Context: an optimization exercise on an open-source flow, tuned for a short achievable clock period and few clock cycles. The choices shown serve that exercise and are no tape-out recipe.
Function was checked by simulation only, so behaviour that the tests miss may differ from the original.
The clock port is modelled as an ideal driver; clocking choices that lean on that would not hold on a real chip.
Power figures rest on the tool's default switching activity, not on a simulated workload.

// microprocessor
module microprocessor(clk, rst, imem_addr, imem_data, dmem_addr, dmem_data, dbg_sel, dbg_data, done, data_out);
	input clk;
	input rst;
	output [7:0] imem_addr;
	input [31:0] imem_data;
	output [7:0] dmem_addr;
	input [7:0] dmem_data;
	input [4:0] dbg_sel;
	output [7:0] dbg_data;
	output done;
	output [7:0] data_out;
	function [7:0] prefix_carry;
		input [7:0] a;
		input [7:0] b;
		input cin;
		reg [7:0] g, p, g1, p1, g2, p2, g3;
		begin
			g = a & b;
			p = a ^ b;
			g[0] = g[0] | (p[0] & cin);
			g1 = g | ((p & {g[6:0], 1'b0}));
			p1 = p & {p[6:0], 1'b1};
			g2 = g1 | ((p1 & {g1[5:0], 2'b0}));
			p2 = p1 & {p1[5:0], 2'b11};
			g3 = g2 | ((p2 & {g2[3:0], 4'b0}));
			prefix_carry = g3;
		end
	endfunction
	function [7:0] add8;
		input [7:0] a;
		input [7:0] b;
		reg [7:0] c;
		begin
			c = prefix_carry(a, b, 1'b0);
			add8 = (a ^ b) ^ {c[6:0], 1'b0};
		end
	endfunction
	reg [7:0] register_file [31:0];
	reg [7:0] pc_inc;	 
	reg [7:0] pc_target;	 
	reg branch_taken;	 
	reg halted;	 
	reg [7:0] alu_out;	 
	reg load_pending;	 
	reg write_any;	 
	reg [31:0] write_pending;	 
	integer i;
	wire [7:0] pc = branch_taken ? pc_target : pc_inc;
	wire stopped = halted || (pc >= 8'h80);
	wire run = !stopped;
	wire [5:0] opcode = imem_data[31:26];
	wire [4:0] rs = imem_data[25:21];
	wire [4:0] rt = imem_data[20:16];
	wire [4:0] rd = imem_data[15:11];
	wire [5:0] function_field = imem_data[5:0];
	wire [7:0] immediate = imem_data[7:0];
	wire [7:0] write_back = load_pending ? dmem_data : alu_out;
	reg [7:0] operand_file [31:0];
	always @(*)
		for (i = 0; i < 32; i = i + 1)
			operand_file[i] = write_pending[i] ? write_back : register_file[i];
	wire is_r = (opcode == 6'h00);
	wire is_addu = is_r && (function_field == 6'h21);
	wire is_slt = is_r && (function_field == 6'h2a);
	wire is_addiu = (opcode == 6'h09);
	wire is_lw = (opcode == 6'h23);
	wire is_beq = (opcode == 6'h04);
	wire is_bne = (opcode == 6'h05);
	wire use_imm = is_addiu || is_lw;
  ...
Size: roughly 2400 cells after synthesis, ~320 flip-flops, roughly 80 I/O pins.
Settings: LEC_CHECK=0, CAP_MARGIN=20, CORE_MARGIN=2, CORE_UTILIZATION=40, PLACE_DENSITY=0.8, SETUP_SLACK_MARGIN=5, SLEW_MARGIN=20, SYNTH_HIERARCHICAL=1; clock period 10.0 ns.
run.sh (not shown) runs the stock make flow with config.mk's settings and CLKGATE_MAP_FILE= SYNTH_SCRIPT=/design/flow/synth_recipe.tcl, a recipe that flattens the netlist after the stock synthesis.
Testbench counts at the start, summed over its fixed seeds: cycles 51,952.
Then changed:
PLACE_DENSITY = 0.6   (was 0.8)
- The new run produced a clean layout
- worst setup slack is better by 51 ps
- routed wire length increases slightly
- global-route usage increases by 2.2 points
- clock-buffer cell count increases by 5
- die area stays the same
- via count decreases by a few percent
- final area decreases slightly

* * *

run A:
microprocessor, a different RTL version from the one above (not shown whole).
Size: about 3200 cells after synthesis, ~570 flip-flops, ~0.026 mm^2 of cells after synthesis.
clock: 10.0 ns
lec_check: 0
cap_margin: 20
core_margin: 2
core_utilization: 40
place_density: 0.8
setup_slack_margin: 5
slew_margin: 20
synth_hierarchical: 1
Testbench counts of run A, summed over its fixed seeds: cycles 51,952.
The inputs of run B differ from those of run A as listed below.
--- a/flow/config.mk
+++ b/flow/config.mk
@@ -11 +11 @@
-export PLACE_DENSITY = 0.8
+export PLACE_DENSITY = 0.6
--- outcome ---
From run A to run B the numbers moved as follows: final worst clock skew went down 0.016 ns; area of all placed cells without fillers now larger; total power draw now larger.
Compared with run A, run B improves via count.
Edits applied to the flow inputs when going from run B to run C:
==> flow/flow/run.sh (new file) <==
#!/bin/bash
# The standard layout (standard.sh) with stronger timing-driven net weights in
# global placement, so that the cells of the most critical paths are pulled
# closer together. Everything else is the standard flow.
set -euo pipefail
cd "$(dirname "$0")/.."
W=$(pwd)
export GLOBAL_PLACEMENT_ARGS="-timing_driven_net_weight_max 6 -timing_driven_nets_percentage 4"
bash standard.sh finish > "$W/standard_flow.log" 2>&1
==> flow/standard.sh (new file) <==
#!/bin/bash
# synth_recipe.tcl (not shown) runs the flow's synth.tcl, then flattens the netlist and writes it again
# the make line also repeats each setting of config.mk as NAME=value (left out here)
make -C /OpenROAD-flow-scripts/flow DESIGN_CONFIG=/design/flow/config.mk WORK_HOME=/design/flow/orfs CLKGATE_MAP_FILE= SYNTH_SCRIPT=/design/flow/synth_recipe.tcl "${@:-finish}"
removed: flow/run.sh
### Flow results
Run C against run B: switching power higher; arrival time of the worst setup path lower; non-clock buffer count lower; worst slew margin relative to its limit lower. [compare] base=run B new=run C: slack of the worst reg-to-reg path increased 0.07 ns; shortest clock period the worst path allows after layout decreased 0.028 ns; number of antenna violations at the first check in global routing increased 2.
Here is what was changed in the inputs of run D compared with run C.
==> flow/run.sh (new file) <==
#!/bin/bash
# synth_recipe.tcl (not shown) runs the flow's synth.tcl, then flattens the netlist and writes it again
# the make line also repeats each setting of config.mk as NAME=value (left out here)
make -C /OpenROAD-flow-scripts/flow DESIGN_CONFIG=/design/flow/config.mk WORK_HOME=/design/flow/orfs CLKGATE_MAP_FILE= SYNTH_SCRIPT=/design/flow/synth_recipe.tcl finish
--- a/flow/config.mk
+++ b/flow/config.mk
@@ -11 +11 @@
-export PLACE_DENSITY = 0.6
+export PLACE_DENSITY = 0.9
removed: flow/flow/run.sh
removed: flow/standard.sh
- Run D | stages: all done | timing, DRC, antenna: all pass
- Run D vs run C, stage delay of the slowest cell on the critical path went up by 0.14 ns.
- Looking at worst path setup slack after routing, run D sits 0.092 ns below run C.
- The portion of total power attributed to the clock network in run D was lower than what run C gave.
Input-level comparison between run E and run D:
==> flow/flow/run.sh (new file) <==
#!/bin/bash
# The standard layout (standard.sh) with one addition: before the pins are
# placed, the dbg_sel and dbg_data pins are constrained to sit next to each
# other (io.tcl), so that the register read they connect through is placed
# compactly. Everything else is the standard flow.
set -euo pipefail
cd "$(dirname "$0")/.."
W=$(pwd)
export PRE_IO_PLACEMENT_TCL=$W/flow/io.tcl
bash standard.sh finish > "$W/standard_flow.log" 2>&1
==> flow/flow/io.tcl (new file) <==
# Keep the debug port pins together, in this order, on one stretch of the die's edge.
set_io_pin_constraint -group -order -pin_names {dbg_data[0] dbg_data[1] dbg_data[2] dbg_data[3] dbg_sel[0] dbg_sel[1] dbg_sel[2] dbg_sel[3] dbg_sel[4] dbg_data[4] dbg_data[5] dbg_data[6] dbg_data[7]}
==> flow/standard.sh (new file) <==
#!/bin/bash
# synth_recipe.tcl (not shown) runs the flow's synth.tcl, then flattens the netlist and writes it again
# the make line also repeats each setting of config.mk as NAME=value (left out here)
make -C /OpenROAD-flow-scripts/flow DESIGN_CONFIG=/design/flow/config.mk WORK_HOME=/design/flow/orfs CLKGATE_MAP_FILE= SYNTH_SCRIPT=/design/flow/synth_recipe.tcl "${@:-finish}"
--- a/flow/config.mk
+++ b/flow/config.mk
@@ -11 +11 @@
-export PLACE_DENSITY = 0.9
+export PLACE_DENSITY = 0.6
removed: flow/run.sh
### Flow results
Worst hold slack across all endpoints: run E and run D compared, higher one is run D
[diff] final wirelength, run E relative to run D: improvement
Run E vs. run D: design area decreased by about 0.65% relative to the old numbers, net count reported at finish decreased by 1.0% relative to the old numbers.
Run E: flow completed, timing, DRC and antenna clean

* * *

microprocessor, a different RTL version from the one above (not shown whole).
Size in the first run: about 570 flip-flops, roughly 80 I/O pins, ~26000 um2 of cells after synthesis.
clock: 10.0 ns
lec_check: 0
cap_margin: 20
core_margin: 2
core_utilization: 40
place_density: 0.6
setup_slack_margin: 5
slew_margin: 20
synth_hierarchical: 1
standard.sh (not shown) runs the stock make flow with config.mk's settings and CLKGATE_MAP_FILE= SYNTH_SCRIPT=/design/flow/synth_recipe.tcl, a recipe that flattens the netlist after the stock synthesis.
==> flow/flow/run.sh <==
#!/bin/bash
# The standard layout (standard.sh) with one addition: after clock tree
# synthesis and after global routing, the cells on the worst setup paths are
# resized greedily (sizing.tcl); placement is legalized and global routing
# updated afterwards. Synthesis, floorplan, power grid, placement, clock tree,
# routing and finishing are the standard flow's.
set -euo pipefail
cd "$(dirname "$0")/.."
W=$(pwd)
export POST_CTS_TCL=$W/flow/post_cts.tcl
export POST_GLOBAL_ROUTE_TCL=$W/flow/post_grt.tcl
export GREEDY_SIZING_TCL=$W/flow/sizing.tcl
bash standard.sh finish > "$W/standard_flow.log" 2>&1
==> flow/flow/post_grt.tcl <==
# After global routing: greedy sizing with global-route parasitics, then
# legalize, update the global routes and the guides, as global_route.tcl does
# after its own repairs.
source $::env(GREEDY_SIZING_TCL)
estimate_parasitics -global_routing
greedy_sizing 6 40
global_route -start_incremental
detailed_placement
global_route -end_incremental -congestion_report_file $::env(REPORTS_DIR)/congestion_post_greedy.rpt
check_placement -verbose
estimate_parasitics -global_routing
report_worst_slack
write_guides $::env(RESULTS_DIR)/route.guide
==> flow/flow/sizing.tcl <==
# Greedy gate sizing: for each cell on the worst setup paths, try every
# equivalent cell (same function, other drive strength) and keep the one that
# gives the best worst setup slack, without making hold or the worst hold
# slack negative, and without adding max-slew or max-capacitance violations.
# Registers and clock cells are left alone.
proc gs_wslack {} { return [sta::worst_slack_cmd max] }
proc gs_hslack {} { return [sta::worst_slack_cmd min] }
proc gs_drv {} { return [expr { [sta::max_slew_violation_count] + [sta::max_capacitance_violation_count] }] }

set ::gs_dont_use {}
if { [info exists ::env(DONT_USE_CELLS)] } { set ::gs_dont_use $::env(DONT_USE_CELLS) }
proc gs_allowed { name } {
  foreach pat $::gs_dont_use {
    if { [string match $pat $name] } { return 0 }
  }
  return 1
}

proc gs_path_insts { n } {
  set res {}
  foreach pe [find_timing_paths -path_delay max -group_path_count $n -endpoint_path_count 1 -sort_by_slack] {
    foreach pt [get_property $pe points] {
      set pin [get_property $pt pin]
      if { [get_property $pin is_port] } { continue }
      set pn [get_full_name $pin]
      set name [string range $pn 0 [expr { [string last "/" $pn] - 1 }]]
      if { [lsearch -exact $res $name] < 0 } { lappend res $name }
    }
  }
  return $res
}

proc gs_pass { n } {
  set changed 0
  foreach name [gs_path_insts $n] {
    set inst [get_cells $name]
    set cur [get_property $inst ref_name]
    if { [string match "*df*" $cur] || [string match "*clk*" $cur] } { continue }
    set lc [lindex [get_lib_cells */$cur] 0]
    set eqs [sta::find_equiv_cells $lc]
    if { [llength $eqs] < 2 } { continue }
    set best [gs_wslack]
    set bestc $cur
    set drv [gs_drv]
    foreach e $eqs {
      set en [get_name $e]
      if { $en eq $cur || ![gs_allowed $en] } { continue }
      replace_cell $inst $en
      set s [gs_wslack]
      if { $s > $best + 1e-12 && [gs_hslack] > 0.05e-9 && [gs_drv] <= $drv } {
        set best $s
        set bestc $en
      }
    }
    replace_cell $inst $bestc
    if { $bestc ne $cur } { incr changed }
  }
  return $changed
}

proc greedy_sizing { passes n } {
  sta::make_equiv_cells [get_libs *]
  puts "greedy sizing: worst setup slack [gs_wslack] before"
  for { set k 0 } { $k < $passes } { incr k } {
    set c [gs_pass $n]
    puts "greedy sizing: pass $k resized $c, worst setup slack [gs_wslack]"
    if { $c == 0 } { break }
  }
}
Other scripts of this flow, unchanged in this note and not shown: flow/flow/post_cts.tcl
The first run went through all stages and came out clean.
Testbench counts at the start, summed over its fixed seeds: cycles 51,952.
Edit:
==> flow/flow/post_grt.tcl (replaced) <==
# After global routing: greedy sizing with global-route parasitics, then fix
# slew and capacitance, legalize, update the global routes and the guides.
source $::env(GREEDY_SIZING_TCL)
global_route -start_incremental
estimate_parasitics -global_routing
greedy_sizing 6 40
repair_design_helper
detailed_placement
global_route -end_incremental -congestion_report_file $::env(REPORTS_DIR)/congestion_post_greedy.rpt
check_placement -verbose
estimate_parasitics -global_routing
report_worst_slack
write_guides $::env(RESULTS_DIR)/route.guide
--- a/flow/flow/sizing.tcl
+++ b/flow/flow/sizing.tcl
@@ -2,12 +2,10 @@
 # equivalent cell (same function, other drive strength) and keep the one that
 # gives the best worst setup slack, without making hold or the worst hold
-# slack negative, and without adding max-slew or max-capacitance violations.
-# Registers and clock cells are left alone.
+# slack negative. Registers and clock cells are left alone.
 proc gs_wslack {} { return [sta::worst_slack_cmd max] }
 proc gs_hslack {} { return [sta::worst_slack_cmd min] }
-proc gs_drv {} { return [expr { [sta::max_slew_violation_count] + [sta::max_capacitance_violation_count] }] }
 
-set ::gs_dont_use {}
-if { [info exists ::env(DONT_USE_CELLS)] } { set ::gs_dont_use $::env(DONT_USE_CELLS) }
+set gs_dont_use {}
+if { [info exists ::env(DONT_USE_CELLS)] } { set gs_dont_use $::env(DONT_USE_CELLS) }
 proc gs_allowed { name } {
   foreach pat $::gs_dont_use {
@@ -42,5 +40,4 @@
     set best [gs_wslack]
     set bestc $cur
-    set drv [gs_drv]
     foreach e $eqs {
       set en [get_name $e]
@@ -48,5 +45,5 @@
       replace_cell $inst $en
       set s [gs_wslack]
-      if { $s > $best + 1e-12 && [gs_hslack] > 0.05e-9 && [gs_drv] <= $drv } {
+      if { $s > $best + 1e-12 && [gs_hslack] > 0.05e-9 } {
         set best $s
         set bestc $en
Result: The new run stopped in clock tree synthesis (4_1_cts); synthesized area does not change; synthesized cell count is unchanged.
Edit:
==> flow/flow/post_grt.tcl (replaced) <==
# After global routing: greedy sizing with global-route parasitics, fix slew
# and capacitance, then legalize, update the global routes and the guides, as
# global_route.tcl does after its own repairs.
source $::env(GREEDY_SIZING_TCL)
estimate_parasitics -global_routing
greedy_sizing 6 40
estimate_parasitics -global_routing
repair_design_helper
global_route -start_incremental
detailed_placement
global_route -end_incremental -congestion_report_file $::env(REPORTS_DIR)/congestion_post_greedy.rpt
check_placement -verbose
estimate_parasitics -global_routing
report_worst_slack
write_guides $::env(RESULTS_DIR)/route.guide
--- a/flow/flow/sizing.tcl
+++ b/flow/flow/sizing.tcl
@@ -6,6 +6,6 @@
 proc gs_hslack {} { return [sta::worst_slack_cmd min] }
 
-set gs_dont_use {}
-if { [info exists ::env(DONT_USE_CELLS)] } { set gs_dont_use $::env(DONT_USE_CELLS) }
+set ::gs_dont_use {}
+if { [info exists ::env(DONT_USE_CELLS)] } { set ::gs_dont_use $::env(DONT_USE_CELLS) }
 proc gs_allowed { name } {
   foreach pat $::gs_dont_use {
Result: With this change the flow never finished: it broke off in global routing (5_1_grt). Area after synthesis is unchanged. Synthesized cell count stays the same.
Edit:
==> flow/flow/post_grt.tcl (replaced) <==
# After global routing: rounds of greedy sizing with global-route parasitics,
# each followed by legalization and an update of the global routes, as
# global_route.tcl does after its own repairs; then the guides are rewritten.
source $::env(GREEDY_SIZING_TCL)
for { set round 0 } { $round < 3 } { incr round } {
  estimate_parasitics -global_routing
  greedy_sizing 4 40
  global_route -start_incremental
  detailed_placement
  global_route -end_incremental -congestion_report_file $::env(REPORTS_DIR)/congestion_post_greedy.rpt
  estimate_parasitics -global_routing
  puts "greedy sizing: round $round after legalization, worst setup slack [gs_wslack]"
}
check_placement -verbose
report_worst_slack
write_guides $::env(RESULTS_DIR)/route.guide
--- a/flow/flow/sizing.tcl
+++ b/flow/flow/sizing.tcl
@@ -1,8 +1,10 @@
 # Greedy gate sizing: for each cell on the worst setup paths, try every
-# equivalent cell (same function, other drive strength) and keep the one that
+# equivalent cell (same function, same or larger drive strength) and keep the one that
 # gives the best worst setup slack, without making hold or the worst hold
-# slack negative. Registers and clock cells are left alone.
+# slack negative, and without adding max-slew or max-capacitance violations.
+# Registers and clock cells are left alone.
 proc gs_wslack {} { return [sta::worst_slack_cmd max] }
 proc gs_hslack {} { return [sta::worst_slack_cmd min] }
+proc gs_drv {} { return [expr { [sta::max_slew_violation_count] + [sta::max_capacitance_violation_count] }] }
 
 set ::gs_dont_use {}
@@ -13,4 +15,9 @@
   }
   return 1
+}
+
+proc gs_drive { name } {
+  if { [regexp {_([0-9]+)$} $name m d] } { return $d }
+  return 0
 }
 
@@ -40,10 +47,12 @@
     set best [gs_wslack]
     set bestc $cur
+    set drv [gs_drv]
     foreach e $eqs {
       set en [get_name $e]
       if { $en eq $cur || ![gs_allowed $en] } { continue }
+      if { [gs_drive $en] < [gs_drive $cur] } { continue }
       replace_cell $inst $en
       set s [gs_wslack]
-      if { $s > $best + 1e-12 && [gs_hslack] > 0.05e-9 } {
+      if { $s > $best + 1e-12 && [gs_hslack] > 0.05e-9 && [gs_drv] <= $drv } {
         set best $s
         set bestc $en
This time the run completed without violations.
Area after synthesis is unchanged.
Synthesized cell count does not change.

[separate check: timing with driven ports]
In the flow no input, the clock included, has a driving cell. The finished layouts below were timed again as built, in two steps. Step 1 (the two cells are an assumption about what drives the block):
set clk [get_ports {clk}]
set_driving_cell -lib_cell sky130_fd_sc_hd__clkbuf_16 $clk
set_driving_cell -lib_cell sky130_fd_sc_hd__buf_2 [delete_from_list [all_inputs] $clk]
Step 2 moves the port delays by t, midway between the first and last clock arrival at a register: inputs arrive t later, outputs are due t later. That takes back most of the time a late clock gives input paths. Slacks: no drivers / after step 1 / after step 2; pairs: no drivers / after step 1.
run	t (ns)	slack for setup (ns)	worst hold slack (ns)	worst setup path after step 2
the first run of note 1	0.609	4.514 / 4.168 / 4.168	0.469 / 0.469 / 0.469	input to output
the second run of note 1	0.639	4.565 / 4.114 / 4.114	0.462 / 0.462 / 0.462	input to output
run A	0.705	4.678 / 4.237 / 4.002	0.481 / 0.481 / 0.481	input to register
run B	0.708	4.598 / 4.372 / 4.335	0.483 / 0.483 / 0.483	input to register
run C	0.678	4.626 / 4.403 / 4.275	0.481 / 0.481 / 0.481	input to register
run D	0.690	4.534 / 4.274 / 4.128	0.484 / 0.484 / 0.484	input to register
run E	0.721	4.609 / 4.422 / 4.360	0.474 / 0.474 / 0.474	input to register
the first run of note 3	0.712	4.105 / 3.823 / 3.823	0.474 / 0.474 / 0.474	input to output
the fourth run of note 3	0.706	4.462 / 4.165 / 4.165	0.474 / 0.474 / 0.474	input to output
After both steps setup and hold are still met in every run listed. The setup slack of run A, which loses most, moves by -0.441 ns with the drivers and by -0.676 ns with both steps.
